This is an optimization exercise on Yosys and OpenROAD, whose aim is a short achievable clock period and few clock cycles, not a production implementation. In this exercise RTL edits were held to simulation tests only and were not proved equivalent to the original. Power is estimated from default activity; no workload was simulated.

==> run a <==
==> flow/design.v (excerpt) <==
module ARM(input clk,rst,
           output [31:0] imem_addr,
           input [31:0] imem_rdata,
           output [31:0] dmem_addr,dmem_wdata,
           output dmem_we,
           input [31:0] dmem_rdata);
export LEC_CHECK = 0
export ABC_CLOCK_PERIOD_IN_PS = 2000
export CAP_MARGIN = 20
export CORE_MARGIN = 2
export CORE_UTILIZATION = 40
export PLACE_DENSITY = 0.6
export SLEW_MARGIN = 20
export SYNTH_HIERARCHICAL = 1
export SYNTH_MINIMUM_KEEP_SIZE = 0
create_clock -name core_clock -period 12.0 [get_ports {clk}]
standard.sh (not shown) runs the stock make flow with config.mk's settings and CLKGATE_MAP_FILE= SYNTH_SCRIPT=/design/flow/synth_recipe.tcl, a recipe that flattens the netlist after the stock synthesis.
==> flow/flow/run.sh <==
#!/bin/bash
# The standard layout (the standard.sh: unchanged synthesis, same clock and
# constraints). ORFS's timing repair is asked to leave a larger setup slack, and
# the port buffers are buf_4 cells instead of the default delay buffers.
set -euo pipefail
bash standard.sh SETUP_SLACK_MARGIN=8.5 "BUFFER_PORTS_ARGS=-buffer_cell sky130_fd_sc_hd__buf_4" finish > standard_flow.log 2>&1
==> run b: changes against run a <==
--- a/flow/design.v
+++ b/flow/design.v
@@ -102,10 +102,14 @@
   reg        d_fal,d_fz;             
   reg [31:0] d_immr;                 
   reg        d_long;                 
   reg        d_fold;                 
   reg [3:0]  d_fcond;                
+  reg        d_fpred;                
+  reg [1:0]  d_fidx;                 
+  reg [31:0] d_ftgt;                 
+  reg        d_hintok;               
   reg [15:0] d_noh,d_moh,d_doh;      
   reg        d_byp_n,d_byp_m,d_byp_d;  
   reg        d_mt_n,d_mt_m,d_mt_d;   
   reg        rst_q;                  
   reg        e_valid,e_wb,e_setf,e_ld,e_br,e_guess;
@@ -113,10 +117,15 @@
   reg        e_inv,e_cin,e_sub,e_arith,e_mov,e_and,e_orr,e_eor;
   reg [31:0] e_a,e_b;                
   reg [31:0] e_alt;
   reg        e_fold;
   reg [3:0]  e_fcond;
+  reg        e_fpred,e_hintok;
+  reg [1:0]  e_fidx;
+  reg [1:0]  btb_hint;               
+  reg        hw_q,hw_val;            
+  reg [1:0]  hw_idx;
   reg [1:0]  btb_v;
   reg [31:0] btb_tag [0:1];          
   reg [31:0] btb_tgt [0:1];
   reg [3:0]  btb_cond [0:1];
   reg        btb_ptr;
@@ -130,25 +139,31 @@
   reg [31:0] rf [0:14];
   assign imem_addr=pc_o;
   assign dmem_addr=m_addr;
   assign dmem_wdata=m_wdata;
   assign dmem_we=m_we;
+  wire [15:0] f_pass;
+  genvar gc;
+  generate for(gc=0;gc<16;gc=gc+1) begin : g_pass
+    assign f_pass[gc]=cpass(gc,flags);
+  end endgenerate
   reg  e_pass;                       
   wire e_wr=e_valid&e_wb&e_pass&(e_rd!=4'd15);
   wire e_sf=e_valid&e_setf&e_pass;
   wire [31:0] e_final,a_next,b_next,sdata;
   wire        nf,zf,cf,vf,pass_next,we_next;
+  wire        eq_next=(e_a=={~e_b[30:0],1'b0});
   wire        st_ok;
   EStage e_stage(.A(e_a),.B(e_b),.cin(e_cin),.arith(e_arith),.sub(e_sub),.mov(e_mov),
                  .and_(e_and),.orr(e_orr),.eor(e_eor),.ld(e_ld),.c_old(flags[1]),.v_old(flags[0]),
                  .rdata(dmem_rdata),.dep_a(dep_n),.dep_b(fwd_b),.inv_b(inv_b),.dep_d(dep_d),
                  .rv_n(rv_n),.op2(op2),.rv_d(rv_d),.sets(e_sf),.flags(flags),.next_cond(d_cond),
                  .res_out(e_final),.a_next(a_next),.b_next(b_next),.sdata(sdata),
                  .st_ok(st_ok),
                  .nf(nf),.zf(zf),.cf(cf),.vf(vf),.next_pass(pass_next),.we_next(we_next));
-  wire e_ftaken=(e_fcond==4'd14)|(e_sf ? (e_zpre^e_fcond[0]) : cpass(e_fcond,flags));
-  wire e_mispred=e_valid&((e_br&(e_pass!=e_guess))|(e_fold&!e_ftaken));
+  wire e_ftaken=(e_fcond==4'd14)|(e_sf ? (e_zpre^e_fcond[0]) : f_pass[e_fcond]);
+  wire e_mispred=e_valid&((e_br&(e_pass!=e_guess))|(e_fold&(e_ftaken!=e_fpred)));
   wire [3:0]  d_cond=d_ir[31:28];
   wire [1:0]  d_mode=d_ir[27:26];
   wire        d_I=d_ir[25];
   wire [3:0]  d_opc=d_ir[24:21];
   wire        d_S=d_ir[20];
@@ -212,11 +227,11 @@
   wire [31:0] addr={a_top,a_lo[11:0]};
   wire [31:0] d_tgt;
   wire        d_unused;
   AddC #(32) d_add(.a(d_pc4),.b({{6{d_ir[23]}},d_ir[23:0],2'b00}),.ci(1'b0),.s(d_tgt),.co(d_unused));
   wire d_br=d_valid&d_bpend;
-  wire d_take=cpass(d_cond,flags);
+  wire d_take=f_pass[d_cond];
   wire d_zcond=(d_cond[3:1]==3'd0);
   wire d_known=!e_sf|(d_zcond&e_zok);
   wire d_take_k=e_sf ? (e_zpre^d_cond[0]) : d_take;
   wire d_want=d_known ? d_take_k : d_guess;
   wire d_redirect_b=d_br&((d_want!=d_guess)|(d_long&d_want));
@@ -246,23 +261,34 @@
   assign pc4[1:0]=pc[1:0];
   wire [3:0]  f_cond=imem_rdata[31:28];
   wire        f_isbr=(imem_rdata[27:26]==2'b10);
   wire        d_sf=d_valid&dp_setf;
   wire        f_known=(f_cond==4'd14)|(f_cond==4'd15)|!(d_sf|e_sf);
-  wire [15:0] f_pass;
-  genvar gc;
-  generate for(gc=0;gc<16;gc=gc+1) begin : g_pass
-    assign f_pass[gc]=cpass(gc,flags);
-  end endgenerate
   wire        f_ok=!e_mispred&!d_redirect&!stall&!rst;
   wire [3:0]  f_hitv;
   assign f_hitv[0]=btb_v[0]&(btb_tag[0]==pc);
   assign f_hitv[1]=btb_v[1]&(btb_tag[1]==pc);
   assign f_hitv[3:2]=2'b00;
   wire        f_hit=|f_hitv;
   wire [31:0] f_btgt=({32{f_hitv[0]}}&btb_tgt[0])|({32{f_hitv[1]}}&btb_tgt[1]);
   wire [3:0]  f_bcond=({4{f_hitv[0]}}&btb_cond[0])|({4{f_hitv[1]}}&btb_cond[1]);
+  wire        hint_now_we=e_valid&e_fold;
+  wire        hint_now=e_hintok&(e_fcond[3:1]==3'd0)&(eq_next==e_fcond[0]);
+  wire [3:0]  hint_eff;
+  genvar gh;
+  assign hint_eff[3:2]=2'b00;
+  generate for(gh=0;gh<2;gh=gh+1) begin : g_hint
+    assign hint_eff[gh]=(hint_now_we&(e_fidx==gh)) ? hint_now :
+                        ((hw_q&(hw_idx==gh)) ? hw_val : btb_hint[gh]);
+  end endgenerate
+  wire        f_bhint=|(f_hitv&hint_eff);
+  wire [1:0]  f_fidx={1'b0,f_hitv[1]};
+  wire [31:0] f_pc8;
+  wire        f_pc8_unused;
+  AddC #(30) f_inc8(.a(pc[31:2]),.b(30'd1),.ci(1'b1),.s(f_pc8[31:2]),.co(f_pc8_unused));
+  assign f_pc8[1:0]=pc[1:0];
+  wire [31:0] f_fnext=f_bhint ? f_pc8 : f_btgt;   
   wire        f_fold=f_ok&f_hit&!f_isbr;
   wire [3:0]  f_opc=imem_rdata[24:21];
   wire        f_dp=(imem_rdata[27:26]==2'b00)&((f_opc==4'b1101)|(f_opc==4'b1111)|(f_opc==4'b0100)|
                    (f_opc==4'b0101)|(f_opc==4'b0010)|(f_opc==4'b0110)|(f_opc==4'b0000)|
                    (f_opc==4'b1100)|(f_opc==4'b0001)|(f_opc==4'b1010)|(f_opc==4'b1000));
@@ -298,14 +324,14 @@
   wire        nx_mt_m=d_wpot&(d_rd==imem_rdata[3:0]);
   wire        nx_mt_d=d_wpot&(d_rd==imem_rdata[15:12]);
   wire [31:0] pc_other=rst ? 32'd0 : (e_mispred ? e_alt : (d_redirect ? d_newpc : (stall ? pc : pc4)));
   wire [31:0] pc_next;
   FNext f_next(.take(f_take),.fold(f_fold),.off(imem_rdata[7:0]),.pc4(pc4),
-               .hi_p(pc4_hi_p),.hi_m(pc4_hi_m),.other(pc_other),.ftgt(f_btgt),.next(pc_next));
+               .hi_p(pc4_hi_p),.hi_m(pc4_hi_m),.other(pc_other),.ftgt(f_fnext),.next(pc_next));
   wire [31:0] pc_next_o;
   FNext f_next_o(.take(f_take_o),.fold(f_fold),.off(imem_rdata[7:0]),.pc4(pc4),
-                 .hi_p(pc4_hi_p),.hi_m(pc4_hi_m),.other(pc_other),.ftgt(f_btgt),.next(pc_next_o));
+                 .hi_p(pc4_hi_p),.hi_m(pc4_hi_m),.other(pc_other),.ftgt(f_fnext),.next(pc_next_o));
   always @(posedge clk or posedge rst) begin
     if(rst) begin
       d_valid<=1'b0;
       e_valid<=1'b0;
       flags<=4'd0;
@@ -335,10 +361,15 @@
       d_rmop<=!imem_rdata[25]&!f_shifted;
       d_setf<=f_dp&(imem_rdata[20]|(f_opc==4'b1010)|(f_opc==4'b1000));
       d_fal<=(f_bcond==4'd14);
       d_fz<=(f_bcond[3:1]==3'd0);
       d_fcond<=f_bcond;
+      d_fpred<=!f_bhint;
+      d_fidx<=f_fidx;
+      d_ftgt<=f_btgt;
+      d_hintok<=(f_cond==4'd14)&(imem_rdata[27:25]==3'b001)&(f_opc==4'b0010)&imem_rdata[20]&
+                (imem_rdata[19:16]==imem_rdata[15:12]);
       d_bpend<=f_isbr&(!f_known|!f_short);
       d_guess<=f_guess;
       d_long<=f_isbr&!f_short;
       d_immr<=f_immr[31:0];
     end
@@ -357,11 +388,14 @@
     e_wb<=dp_wb|is_ld;
     e_setf<=dp_setf;
     e_ld<=is_ld;
     e_br<=d_bpend;
     e_guess<=d_guess;
-    e_alt<=d_fold ? d_pc8 : (d_guess ? d_pc4 : d_tgt);
+    e_alt<=d_fold ? (d_fpred ? d_pc8 : d_ftgt) : (d_guess ? d_pc4 : d_tgt);
+    e_fpred<=d_fpred;
+    e_fidx<=d_fidx;
+    e_hintok<=d_hintok;
     e_fold<=d_fold&d_fk;
     e_fcond<=d_fcond;
     e_inv<=inv_b;
     e_cin<=(op_adc|op_sbc) ? (e_sf ? cf : flags[1]) : (op_sub|op_cmp);
     e_sub<=op_sub|op_sbc|op_cmp;
@@ -381,32 +415,40 @@
   end
   integer i;
   reg        ins_q;
   reg [31:0] ins_tag,ins_tgt;
   reg [3:0]  ins_cond;
+  reg        ins_hint;
   wire       ins_dup=(btb_v[0]&(btb_tag[0]==ins_tag))|(btb_v[1]&(btb_tag[1]==ins_tag));
   always @(posedge clk or posedge rst) begin
     if(rst) begin
       ins_q<=1'b0;
+      hw_q<=1'b0;
       btb_v<=2'd0;
       btb_ptr<=1'b0;
     end else begin
       ins_q<=btb_ins;
+      hw_q<=hint_now_we;
       if(ins_q&!ins_dup) begin
         btb_v[btb_ptr]<=1'b1;
         btb_ptr<=!btb_ptr;
       end
     end
   end
   always @(posedge clk) begin
     ins_tag<=d_pcm4;
     ins_tgt<=d_tgt;
     ins_cond<=d_cond;
+    ins_hint<=e_valid&e_hintok&(d_cond[3:1]==3'd0)&(eq_next==d_cond[0]);
+    hw_idx<=e_fidx;
+    hw_val<=hint_now;
+    if(hw_q) btb_hint[hw_idx[0]]<=hw_val;
     if(ins_q&!ins_dup) begin
       btb_tag[btb_ptr]<=ins_tag;
       btb_tgt[btb_ptr]<=ins_tgt;
       btb_cond[btb_ptr]<=ins_cond;
+      btb_hint[btb_ptr]<=ins_hint;
     end
   end
   always @(posedge clk or posedge rst) begin
     if(rst) rst_q<=1'b1;
     else rst_q<=1'b0;
==> run summary <==
fin area=101000 um2; final hold slack=341 ps; Logic power comb=9.84 mW; pre-CTS setup slack=6790 ps; clock distribution power=between 4 and 5 mW; status=finished clean; Antenna Cells=28; Clock-cell share=4.56%; FFs & Latches=1144; Non-clk bufs=around 840; Sw Pwr=8.43 mW; Final nets=9562; pin slew with the least headroom to its limit=around 1200 ps
The numbers above come from run a.

==> run summary <==
TritonCTS buffer count=136; internal power=11.9 mW; Non-clk bufs=808; pre-CTS setup slack=about 6300 ps; vias in the first global route=78600; FFs & Latches=~1200; Clock-cell share=between 4 and 5%; status=finished clean; final hold slack=339 ps; Setup CP Type=flip-flop to flip-flop; commonest cells after routing, fill and taps aside=edfxtp_1 (763), nand2_1 (563), and2_1 (496), buf_4 (487), a21oi_1 (396); Logic power comb=10.5 mW; Final nets=~9800; fin area=between 100000 and 150000 um2; cells on worst reg2reg path=17; Sw Ratio=42.8%; pin slew with the least headroom to its limit=between 1000 and 1500 ps; clock distribution power=4.44 mW; grt ovf=0; Antenna Cells=32
The numbers above come from run b.

Testbench counts of run a, summed over its fixed seeds: cycles 22,873.
Testbench counts of run b, summed over its fixed seeds: cycles 22,067.

==> inputs of run M <==
ARM, a different RTL version from the one above (not shown whole).
export LEC_CHECK = 0
export ABC_CLOCK_PERIOD_IN_PS = 2000
export CAP_MARGIN = 20
export CORE_MARGIN = 2
export CORE_UTILIZATION = 40
export PLACE_DENSITY = 0.6
export SLEW_MARGIN = 20
export SYNTH_HIERARCHICAL = 1
export SYNTH_MINIMUM_KEEP_SIZE = 0
create_clock -name core_clock -period 12.0 [get_ports {clk}]
Scripts as last shown in full above: flow/flow/run.sh
==> run Y: changes against run M <==
==> flow/design.v (replaced) <==
module ARM(input clk,rst,
           output [31:0] imem_addr,
           input [31:0] imem_rdata,
           output [31:0] dmem_addr,dmem_wdata,
           output dmem_we,
           input [31:0] dmem_rdata);
  function cpass(input [3:0] c, input [3:0] f);
    reg n,z,cf,v;
    begin
      {n,z,cf,v}=f;
      case(c)
        4'd0: cpass=z;
        4'd1: cpass=!z;
        4'd2: cpass=cf;
        4'd3: cpass=!cf;
        4'd4: cpass=n;
        4'd5: cpass=!n;
        4'd6: cpass=v;
        4'd7: cpass=!v;
        4'd8: cpass=cf&!z;
        4'd9: cpass=!cf|z;
        4'd10: cpass=(n==v);
        4'd11: cpass=(n!=v);
        4'd12: cpass=!z&(n==v);
        4'd13: cpass=z|(n!=v);
        4'd14: cpass=1'b1;
        default: cpass=1'b0;
      endcase
    end
  endfunction
  reg [31:0] pc;
  reg        d_valid,d_bpend,d_guess;
  reg [31:0] d_ir,d_pc4;
  reg [15:0] d_noh,d_moh,d_doh;      
  reg        d_byp_n,d_byp_m,d_byp_d;  
  reg        d_mt_n,d_mt_m,d_mt_d;   
  reg        rst_q;                  
  reg        e_valid,e_wb,e_setf,e_ld,e_br,e_guess;
  reg [3:0]  e_cond,e_rd;
  reg        e_inv,e_cinc,e_sub,e_arith,e_mov,e_and,e_orr,e_eor;
  reg [31:0] e_a,e_b;                
  reg        e_fwd_a,e_fwd_b;
  reg [31:0] e_alt;
  reg [31:0] m_addr,m_wdata;
  reg        m_we;
  reg [3:0]  flags;                  
  reg [31:0] w_res;                  
  reg [3:0]  w_rd;
  reg        w_wr;
  reg [31:0] rf [0:14];
  assign imem_addr=pc;
  assign dmem_addr=m_addr;
  assign dmem_wdata=m_wdata;
  assign dmem_we=m_we;
  wire e_pass=cpass(e_cond,flags);
  wire e_wr=e_valid&e_wb&e_pass&(e_rd!=4'd15);
  wire e_sf=e_valid&e_setf&e_pass;
  wire [31:0] A=e_fwd_a ? w_res : e_a;
  wire [31:0] Bx=e_fwd_b ? (w_res^{32{e_inv}}) : e_b;
  wire        cin=e_cinc ? flags[1] : e_sub;
  wire [32:0] sum={1'b0,A}+{1'b0,Bx}+{32'd0,cin};
  wire [31:0] lres=({32{e_mov}}&Bx)|({32{e_and}}&(A&Bx))|
                   ({32{e_orr}}&(A|Bx))|({32{e_eor}}&(A^Bx));
  wire [31:0] res=e_arith ? sum[31:0] : lres;
  wire [31:0] zp=A^Bx;
  wire [31:0] zk={A[30:0]|Bx[30:0],cin};
  wire        z_sum=&(zp^~zk);
  wire nf=res[31];
  wire zf=e_arith ? z_sum : ~|lres;
  wire cf=e_arith ? (sum[32]^e_sub) : flags[1];
  wire vf=e_arith ? ((A[31]==Bx[31])&(A[31]!=sum[31])) : flags[0];
  wire [31:0] e_final=e_ld ? dmem_rdata : res;
  wire e_mispred=e_valid&e_br&(e_pass!=e_guess);
  wire [3:0]  d_cond=d_ir[31:28];
  wire [1:0]  d_mode=d_ir[27:26];
  wire        d_I=d_ir[25];
  wire [3:0]  d_opc=d_ir[24:21];
  wire        d_S=d_ir[20];
  wire [3:0]  d_rn=d_ir[19:16];
  wire [3:0]  d_rd=d_ir[15:12];
  wire [11:0] d_opnd=d_ir[11:0];
  wire [3:0]  d_rm=d_opnd[3:0];
  wire [4:0]  d_sh=d_opnd[11:7];
  wire op_mov=(d_opc==4'b1101),op_mvn=(d_opc==4'b1111),op_add=(d_opc==4'b0100),
       op_adc=(d_opc==4'b0101),op_sub=(d_opc==4'b0010),op_sbc=(d_opc==4'b0110),
       op_and=(d_opc==4'b0000),op_orr=(d_opc==4'b1100),op_eor=(d_opc==4'b0001),
       op_cmp=(d_opc==4'b1010),op_tst=(d_opc==4'b1000);
  wire is_dp=(d_mode==2'b00)&(op_mov|op_mvn|op_add|op_adc|op_sub|op_sbc|op_and|op_orr|op_eor|op_cmp|op_tst);
  wire is_mem=(d_mode==2'b01)&(d_opc==4'b0100);
  wire is_ld=is_mem&d_S;
  wire is_st=is_mem&!d_S;
  wire dp_wb=is_dp&!op_cmp&!op_tst;
  wire dp_setf=is_dp&(d_S|op_cmp|op_tst);
  wire shifted=is_dp&!d_I&!d_opnd[4]&(d_sh!=5'd0);
  wire needs_flags=(d_cond!=4'd14)&(d_cond!=4'd15);
  wire inv_b=op_sub|op_sbc|op_cmp|op_mvn;
  reg  [31:0] rf_n,rf_m,rf_d;
  integer k;
  always @(*) begin
    rf_n=32'd0; rf_m=32'd0; rf_d=32'd0;
    for(k=0;k<15;k=k+1) begin
      rf_n=rf_n|({32{d_noh[k]}}&rf[k]);
      rf_m=rf_m|({32{d_moh[k]}}&rf[k]);
      rf_d=rf_d|({32{d_doh[k]}}&rf[k]);
    end
  end
  wire [31:0] rv_n=rf_n|({32{d_byp_n}}&w_res);
  wire [31:0] rv_m=rf_m|({32{d_byp_m}}&w_res);
  wire [31:0] rv_d=rf_d|({32{d_byp_d}}&w_res);
  wire dep_n=d_mt_n&e_pass;
  wire dep_m=d_mt_m&e_pass;
  wire dep_d=d_mt_d&e_pass;
  wire stall=d_valid&((is_mem&dep_n)|(shifted&dep_m)|(is_st&needs_flags&e_sf));
  wire [4:0]  rot={d_opnd[11:8],1'b0};
  wire [63:0] immx={32'd0,24'd0,d_opnd[7:0]};
  wire [63:0] immr={immx[31:0],immx[31:0]}>>rot;
  wire [63:0] rorx={rv_m,rv_m}>>d_sh;
  reg  [31:0] shv;
  always @(*) begin
    case(d_opnd[6:5])
      2'b00: shv=rv_m<<d_sh;
      2'b01: shv=rv_m>>d_sh;
      2'b10: shv=$signed(rv_m)>>>d_sh;
      default: shv=rorx[31:0];
    endcase
  end
  wire [31:0] op2=d_I ? immr[31:0] : (shifted ? shv : rv_m);
  wire        fwd_b=!d_I&!shifted&dep_m;
  wire [12:0] a_lo={1'b0,rv_n[11:0]}+{1'b0,d_opnd};
  wire [19:0] a_hi=rv_n[31:12];
  wire [19:0] a_hi_p=a_hi+20'd1;
  wire [19:0] a_hi_m=a_hi-20'd1;
  wire [19:0] a_top;
  CSel #(20) a_sel(.s(d_opnd[11]),.c(a_lo[12]),.x(a_hi),.p(a_hi_p),.m(a_hi_m),.y(a_top));
  wire [31:0] addr={a_top,a_lo[11:0]};
  wire [31:0] sdata=dep_d ? e_final : rv_d;
  wire [31:0] d_tgt=d_pc4+{{6{d_ir[23]}},d_ir[23:0],2'b00};
  wire d_br=d_valid&d_bpend;
  wire d_take=cpass(d_cond,flags);
  wire d_redirect=d_br&!e_sf&(d_take!=d_guess);
  wire [31:0] d_newpc=d_take ? d_tgt : d_pc4;
  wire [31:0] pc4=pc+32'd4;
  wire [3:0]  f_cond=imem_rdata[31:28];
  wire        f_isbr=(imem_rdata[27:26]==2'b10);
  wire        d_sf=d_valid&dp_setf;
  wire        f_known=(f_cond==4'd14)|(f_cond==4'd15)|!(d_sf|e_sf);
  wire        f_guess=f_known ? cpass(f_cond,flags) : imem_rdata[23];
  wire        f_short=(imem_rdata[23:7]==17'd0)|(imem_rdata[23:7]==17'h1ffff);
  wire [21:0] h=pc[31:10];
  wire        hq=&pc[9:2];
  wire [21:0] h_p1=h+22'd1;
  wire [21:0] h_p2=h+22'd2;
  wire [21:0] h_m1=h-22'd1;
  wire [21:0] pc4_hi,pc4_hi_p,pc4_hi_m;
  Mux2 #(22) h_sel0(.s(hq),.a(h_p1),.b(h),.y(pc4_hi));
  Mux2 #(22) h_sel1(.s(hq),.a(h_p2),.b(h_p1),.y(pc4_hi_p));
  Mux2 #(22) h_sel2(.s(hq),.a(h),.b(h_m1),.y(pc4_hi_m));
  wire [8:0]  f_lo={1'b0,pc4[9:2]}+{1'b0,imem_rdata[7:0]};
  wire [21:0] f_hi;
  CSel #(22) f_sel(.s(imem_rdata[7]),.c(f_lo[8]),.x(pc4_hi),.p(pc4_hi_p),.m(pc4_hi_m),.y(f_hi));
  wire [31:0] f_tgt={f_hi,f_lo[7:0],pc4[1:0]};
  wire [3:0]  nx_rn=stall ? d_rn : imem_rdata[19:16];
  wire [3:0]  nx_rm=stall ? d_rm : imem_rdata[3:0];
  wire [3:0]  nx_rd=stall ? d_rd : imem_rdata[15:12];
  wire        nx_byp_n=e_wr&(e_rd==nx_rn);
  wire        nx_byp_m=e_wr&(e_rd==nx_rm);
  wire        nx_byp_d=e_wr&(e_rd==nx_rd);
  wire        d_wpot=d_valid&!stall&(dp_wb|is_ld)&(d_rd!=4'd15);
  wire        nx_mt_n=d_wpot&(d_rd==imem_rdata[19:16]);
  wire        nx_mt_m=d_wpot&(d_rd==imem_rdata[3:0]);
  wire        nx_mt_d=d_wpot&(d_rd==imem_rdata[15:12]);
  wire f_take=!e_mispred&!d_redirect&!stall&f_isbr&f_short&f_guess;
  wire [31:0] pc_other=e_mispred ? e_alt : (d_redirect ? d_newpc : (stall ? pc : pc4));
  wire [31:0] pc_next;
  Mux2 #(32) pc_mux(.s(f_take),.a(f_tgt),.b(pc_other),.y(pc_next));
  always @(posedge clk or posedge rst) begin
    if(rst) begin
      pc<=32'd0;
      d_valid<=1'b0;
      e_valid<=1'b0;
      m_we<=1'b0;
      flags<=4'd0;
      w_wr<=1'b0;
    end else begin
      pc<=pc_next;
      if(e_mispred|d_redirect) d_valid<=1'b0;
      else if(!stall) d_valid<=1'b1;
      e_valid<=d_valid&!stall&!e_mispred&(is_dp|is_mem|(d_bpend&e_sf));
      m_we<=d_valid&!stall&!e_mispred&is_st&cpass(d_cond,flags);
      if(e_sf) flags<={nf,zf,cf,vf};
      w_wr<=e_wr;
    end
  end
  always @(posedge clk) begin
    if(!stall) begin
      d_ir<=imem_rdata;
      d_pc4<=pc4;
      d_bpend<=f_isbr&(!f_known|!f_short);
      d_guess<=f_short&f_guess;
    end
    d_noh<=(16'd1<<nx_rn)&{16{!nx_byp_n}};
    d_moh<=(16'd1<<nx_rm)&{16{!nx_byp_m}};
    d_doh<=(16'd1<<nx_rd)&{16{!nx_byp_d}};
    d_byp_n<=nx_byp_n;
    d_byp_m<=nx_byp_m;
    d_byp_d<=nx_byp_d;
    d_mt_n<=nx_mt_n;
    d_mt_m<=nx_mt_m;
    d_mt_d<=nx_mt_d;
    e_cond<=d_cond;
    e_rd<=d_rd;
    e_wb<=dp_wb|is_ld;
    e_setf<=dp_setf;
    e_ld<=is_ld;
    e_br<=d_bpend;
    e_guess<=d_guess;
    e_alt<=d_guess ? d_pc4 : d_tgt;
    e_inv<=inv_b;
    e_cinc<=op_adc|op_sbc;
    e_sub<=op_sub|op_sbc|op_cmp;
    e_arith<=op_add|op_adc|op_sub|op_sbc|op_cmp;
    e_mov<=op_mov|op_mvn;
    e_and<=op_and|op_tst;
    e_orr<=op_orr;
    e_eor<=op_eor;
    e_a<=rv_n;
    e_b<=op2^{32{inv_b}};
    e_fwd_a<=dep_n;
    e_fwd_b<=fwd_b;
    m_addr<=addr;
    m_wdata<=sdata;
    w_res<=e_final;
    w_rd<=e_rd;
  end
  integer i;
  always @(posedge clk or posedge rst) begin
    if(rst) rst_q<=1'b1;
    else rst_q<=1'b0;
  end
  always @(posedge clk) begin
    if(rst_q) begin
      for(i=0;i<15;i=i+1) rf[i]<=i;
    end else if(w_wr) begin
      rf[w_rd]<=w_res;
    end
  end
endmodule
module Mux2 #(parameter W=32) (input s, input [W-1:0] a, b, output [W-1:0] y);
  assign y=s ? a : b;
endmodule
module CSel #(parameter W=20) (input s, c, input [W-1:0] x, p, m, output [W-1:0] y);
  assign y=s ? (c ? x : m) : (c ? p : x);
endmodule
==> run Z: changes against run M <==
--- a/flow/design.v
+++ b/flow/design.v
@@ -1,12 +1,13 @@
 module EStage(input [31:0] A, B,                 
               input cin, arith, sub, mov, and_, orr, eor, ld, c_old, v_old,
               input [31:0] rdata,
               input dep_a, dep_b, inv_b, dep_d,
               input [31:0] rv_n, op2, rv_d,
+              input sets, input [3:0] flags, input [3:0] next_cond,
               output [31:0] res_out, a_next, b_next, sdata,
-              output nf, zf, cf, vf);
+              output nf, zf, cf, vf, next_pass);
   wire [32:0] sum={1'b0,A}+{1'b0,B}+{32'd0,cin};
   wire [31:0] lres=({32{mov}}&B)|({32{and_}}&(A&B))|({32{orr}}&(A|B))|({32{eor}}&(A^B));
   wire [31:0] res=arith ? sum[31:0] : lres;
   wire [31:0] zp=A^B;
   wire [31:0] zk={A[30:0]|B[30:0],cin};
@@ -14,14 +15,55 @@
   assign nf=res[31];
   assign zf=arith ? z_sum : ~|lres;
   assign cf=arith ? (sum[32]^sub) : c_old;
   assign vf=arith ? ((A[31]==B[31])&(A[31]!=sum[31])) : v_old;
   assign res_out=ld ? rdata : res;
+  wire ps00,ps01,ps10,ps11,pl;
+  wire v0=(A[31]==B[31])&A[31];
+  wire v1=(A[31]==B[31])&!A[31];
+  Cond c00(.c(next_cond),.f({1'b0,z_sum,sub,v0}),.y(ps00));
+  Cond c01(.c(next_cond),.f({1'b0,z_sum,!sub,v0}),.y(ps01));
+  Cond c10(.c(next_cond),.f({1'b1,z_sum,sub,v1}),.y(ps10));
+  Cond c11(.c(next_cond),.f({1'b1,z_sum,!sub,v1}),.y(ps11));
+  Cond cl(.c(next_cond),.f(sets ? {lres[31],~|lres,c_old,v_old} : flags),.y(pl));
+  wire [1:0] top={sum[31],sum[32]};
+  wire ps=(top==2'd0) ? ps00 : (top==2'd1) ? ps01 : (top==2'd2) ? ps10 : ps11;
+  assign next_pass=(sets&arith) ? ps : pl;
   assign a_next=dep_a ? res_out : rv_n;
   assign b_next=(dep_b ? res_out : op2)^{32{inv_b}};
   assign sdata=dep_d ? res_out : rv_d;
 endmodule
+module ZPre(input [31:0] A, B, input cin, arith, mov, and_, orr, eor, output z);
+  wire [31:0] p=A^B;
+  wire [31:0] k={A[30:0]|B[30:0],cin};
+  wire        z_sum=&(p^~k);
+  wire [31:0] l=({32{mov}}&B)|({32{and_}}&(A&B))|({32{orr}}&(A|B))|({32{eor}}&p);
+  assign z=arith ? z_sum : ~|l;
+endmodule
+module Cond(input [3:0] c, input [3:0] f, output reg y);
+  wire n=f[3],z=f[2],cf=f[1],v=f[0];
+  always @(*) begin
+    case(c)
+      4'd0: y=z;
+      4'd1: y=!z;
+      4'd2: y=cf;
+      4'd3: y=!cf;
+      4'd4: y=n;
+      4'd5: y=!n;
+      4'd6: y=v;
+      4'd7: y=!v;
+      4'd8: y=cf&!z;
+      4'd9: y=!cf|z;
+      4'd10: y=(n==v);
+      4'd11: y=(n!=v);
+      4'd12: y=!z&(n==v);
+      4'd13: y=z|(n!=v);
+      4'd14: y=1'b1;
+      default: y=1'b0;
+    endcase
+  end
+endmodule
 module ARM(input clk,rst,
            output [31:0] imem_addr,
            input [31:0] imem_rdata,
            output [31:0] dmem_addr,dmem_wdata,
            output dmem_we,
@@ -60,10 +102,11 @@
   reg        e_valid,e_wb,e_setf,e_ld,e_br,e_guess;
   reg [3:0]  e_cond,e_rd;
   reg        e_inv,e_cin,e_sub,e_arith,e_mov,e_and,e_orr,e_eor;
   reg [31:0] e_a,e_b;                
   reg [31:0] e_alt;
+  reg        e_zpre,e_zok;           
   reg [31:0] m_addr,m_wdata;
   reg        m_we;
   reg [3:0]  flags;                  
   reg [31:0] w_res;                  
   reg [3:0]  w_rd;
@@ -71,20 +114,21 @@
   reg [31:0] rf [0:14];
   assign imem_addr=pc;
   assign dmem_addr=m_addr;
   assign dmem_wdata=m_wdata;
   assign dmem_we=m_we;
-  wire e_pass=cpass(e_cond,flags);
+  reg  e_pass;                       
   wire e_wr=e_valid&e_wb&e_pass&(e_rd!=4'd15);
   wire e_sf=e_valid&e_setf&e_pass;
   wire [31:0] e_final,a_next,b_next,sdata;
-  wire        nf,zf,cf,vf;
+  wire        nf,zf,cf,vf,pass_next;
   EStage e_stage(.A(e_a),.B(e_b),.cin(e_cin),.arith(e_arith),.sub(e_sub),.mov(e_mov),
                  .and_(e_and),.orr(e_orr),.eor(e_eor),.ld(e_ld),.c_old(flags[1]),.v_old(flags[0]),
                  .rdata(dmem_rdata),.dep_a(dep_n),.dep_b(fwd_b),.inv_b(inv_b),.dep_d(dep_d),
-                 .rv_n(rv_n),.op2(op2),.rv_d(rv_d),.res_out(e_final),.a_next(a_next),
-                 .b_next(b_next),.sdata(sdata),.nf(nf),.zf(zf),.cf(cf),.vf(vf));
+                 .rv_n(rv_n),.op2(op2),.rv_d(rv_d),.sets(e_sf),.flags(flags),.next_cond(d_cond),
+                 .res_out(e_final),.a_next(a_next),.b_next(b_next),.sdata(sdata),
+                 .nf(nf),.zf(zf),.cf(cf),.vf(vf),.next_pass(pass_next));
   wire e_mispred=e_valid&e_br&(e_pass!=e_guess);
   wire [3:0]  d_cond=d_ir[31:28];
   wire [1:0]  d_mode=d_ir[27:26];
   wire        d_I=d_ir[25];
   wire [3:0]  d_opc=d_ir[24:21];
@@ -152,12 +196,20 @@
   wire [31:0] d_tgt;
   wire        d_unused;
   AddC #(32) d_add(.a(d_pc4),.b({{6{d_ir[23]}},d_ir[23:0],2'b00}),.ci(1'b0),.s(d_tgt),.co(d_unused));
   wire d_br=d_valid&d_bpend;
   wire d_take=cpass(d_cond,flags);
-  wire d_redirect=d_br&!e_sf&(d_take!=d_guess);
-  wire [31:0] d_newpc=d_take ? d_tgt : d_pc4;
+  wire d_zcond=(d_cond[3:1]==3'd0);
+  wire d_known=!e_sf|(d_zcond&e_zok);
+  wire d_take_k=e_sf ? (e_zpre^d_cond[0]) : d_take;
+  wire d_redirect=d_br&d_known&(d_take_k!=d_guess);
+  wire [31:0] d_newpc=d_take_k ? d_tgt : d_pc4;
+  wire [31:0] z_b=(d_I ? immr[31:0] : rv_m)^{32{inv_b}};
+  wire        z_pre;
+  ZPre z_dec(.A(rv_n),.B(z_b),.cin(op_sub|op_cmp),.arith(op_add|op_sub|op_cmp),.mov(op_mov|op_mvn),
+             .and_(op_and|op_tst),.orr(op_orr),.eor(op_eor),.z(z_pre));
+  wire        z_ok=!shifted&!(!op_mov&!op_mvn&dep_n)&!fwd_b&!op_adc&!op_sbc;
   wire [31:0] pc4;
   wire        pc4_unused;
   AddC #(30) pc_inc(.a(pc[31:2]),.b(30'd0),.ci(1'b1),.s(pc4[31:2]),.co(pc4_unused));
   assign pc4[1:0]=pc[1:0];
   wire [3:0]  f_cond=imem_rdata[31:28];
@@ -205,11 +257,11 @@
       flags<=4'd0;
       w_wr<=1'b0;
     end else begin
       if(e_mispred|d_redirect) d_valid<=1'b0;
       else if(!stall) d_valid<=1'b1;
-      e_valid<=d_valid&!stall&!e_mispred&(is_dp|is_mem|(d_bpend&e_sf));
+      e_valid<=d_valid&!stall&!e_mispred&(is_dp|is_mem|(d_bpend&!d_known));
       if(e_sf) flags<={nf,zf,cf,vf};
       w_wr<=e_wr;
     end
   end
   always @(posedge clk) begin
@@ -236,10 +288,11 @@
     d_byp_d<=nx_byp_d;
     d_mt_n<=nx_mt_n;
     d_mt_m<=nx_mt_m;
     d_mt_d<=nx_mt_d;
     e_cond<=d_cond;
+    e_pass<=pass_next;
     e_rd<=d_rd;
     e_wb<=dp_wb|is_ld;
     e_setf<=dp_setf;
     e_ld<=is_ld;
     e_br<=d_bpend;
@@ -253,10 +306,12 @@
     e_and<=op_and|op_tst;
     e_orr<=op_orr;
     e_eor<=op_eor;
     e_a<=a_next;
     e_b<=b_next;
+    e_zpre<=z_pre;
+    e_zok<=z_ok;
     m_addr<=addr;
     m_wdata<=sdata;
     w_res<=e_final;
     w_rd<=e_rd;
   end
==> run_results.csv <==
group,metric,value,unit
floorplanning,die_h,401,um
clock_tree,ctsResizeCount,772,
routing,dr.pass1.iters,14,
layout,multiInputGateArea,41400,sq um
routing,drt-vias-per-instance,7.02,
layout,regArea,22900,sq um
outcome,status,"no timing/DRC/antenna violations",
layout,layoutNonFillerInstCount,9299,
global_routing,grt_pass1_vias,59696,
-- figures above: run M

==> run_results.csv <==
group,metric,value,unit
clock_tree,tritoncts.num_buffers,98,
layout,layoutNonFillerInstCount,8084,
clock_tree,ctsResizeCount,763,
yosys,ys_seq_area_frac,0.404,
routing,dr.pass1.iters,13,
layout,multiInputGateArea,34000,sq um
routing,drt-vias-per-instance,7.15,
layout,regArea,23200,sq um
outcome,status,"no timing/DRC/antenna violations",
yosys,synthMuxAreaShare,0.0950,
placement,numPortBuffers,162,
global_routing,grt_pass1_vias,51463,
-- figures above: run Y

==> run_results.csv <==
group,metric,value,unit
outcome,status,"no timing/DRC/antenna violations",
global_routing,grt_pass1_vias,64104,
layout,multiInputGateArea,44700,sq um
clock_tree,ctsResizeCount,897,
floorplanning,die_h,410,um
routing,drt-vias-per-instance,7.01,
layout,layoutNonFillerInstCount,9900,
-- figures above: run Z

Testbench counts of run M, summed over its fixed seeds: cycles 24,737.
Testbench counts of run Y, summed over its fixed seeds: cycles 24,737.
Testbench counts of run Z, summed over its fixed seeds: cycles 24,230.

## static timing again, ports no longer ideal
How much do the figures lean on ideal ports? The routed layouts below were timed once more, with nothing changed but the port constraints.
Step 1 assumes that a clkbuf_16 drives the clock port and a buf_2 every other input.
Step 2 also shifts input and output timing later by t, the mid clock arrival at the registers, as if the neighbouring blocks saw the same clock.
Slacks: ideal / step 1 / step 2; pairs: ideal / step 1.
run | shift t [ns] | slack for setup (ns) | hold WS [ns] | slew at the worst register clock pin (ns) | cell pins on the clock port's net
run a | 0.913 | 7.988 / 7.988 / 7.402 | 0.341 / 0.341 / 0.341 | 0.07 / 0.07 | 1
run b | 0.925 | 8.032 / 8.032 / 7.287 | 0.339 / 0.339 / 0.339 | 0.07 / 0.07 | 1
run M | 0.837 | 8.142 / 8.142 / 7.331 | 0.423 / 0.423 / 0.423 | 0.07 / 0.07 | 1
run Y | 0.826 | 7.930 / 7.957 / 7.144 | 0.375 / 0.375 / 0.375 | 0.07 / 0.07 | 1
run Z | 0.826 | 8.114 / 8.113 / 7.288 | 0.444 / 0.444 / 0.444 | 0.08 / 0.08 | 1
After both steps every run listed still meets setup and hold. The setup slack of run Z, which loses most, moves by -0.001 ns with the drivers and by -0.826 ns with both steps.
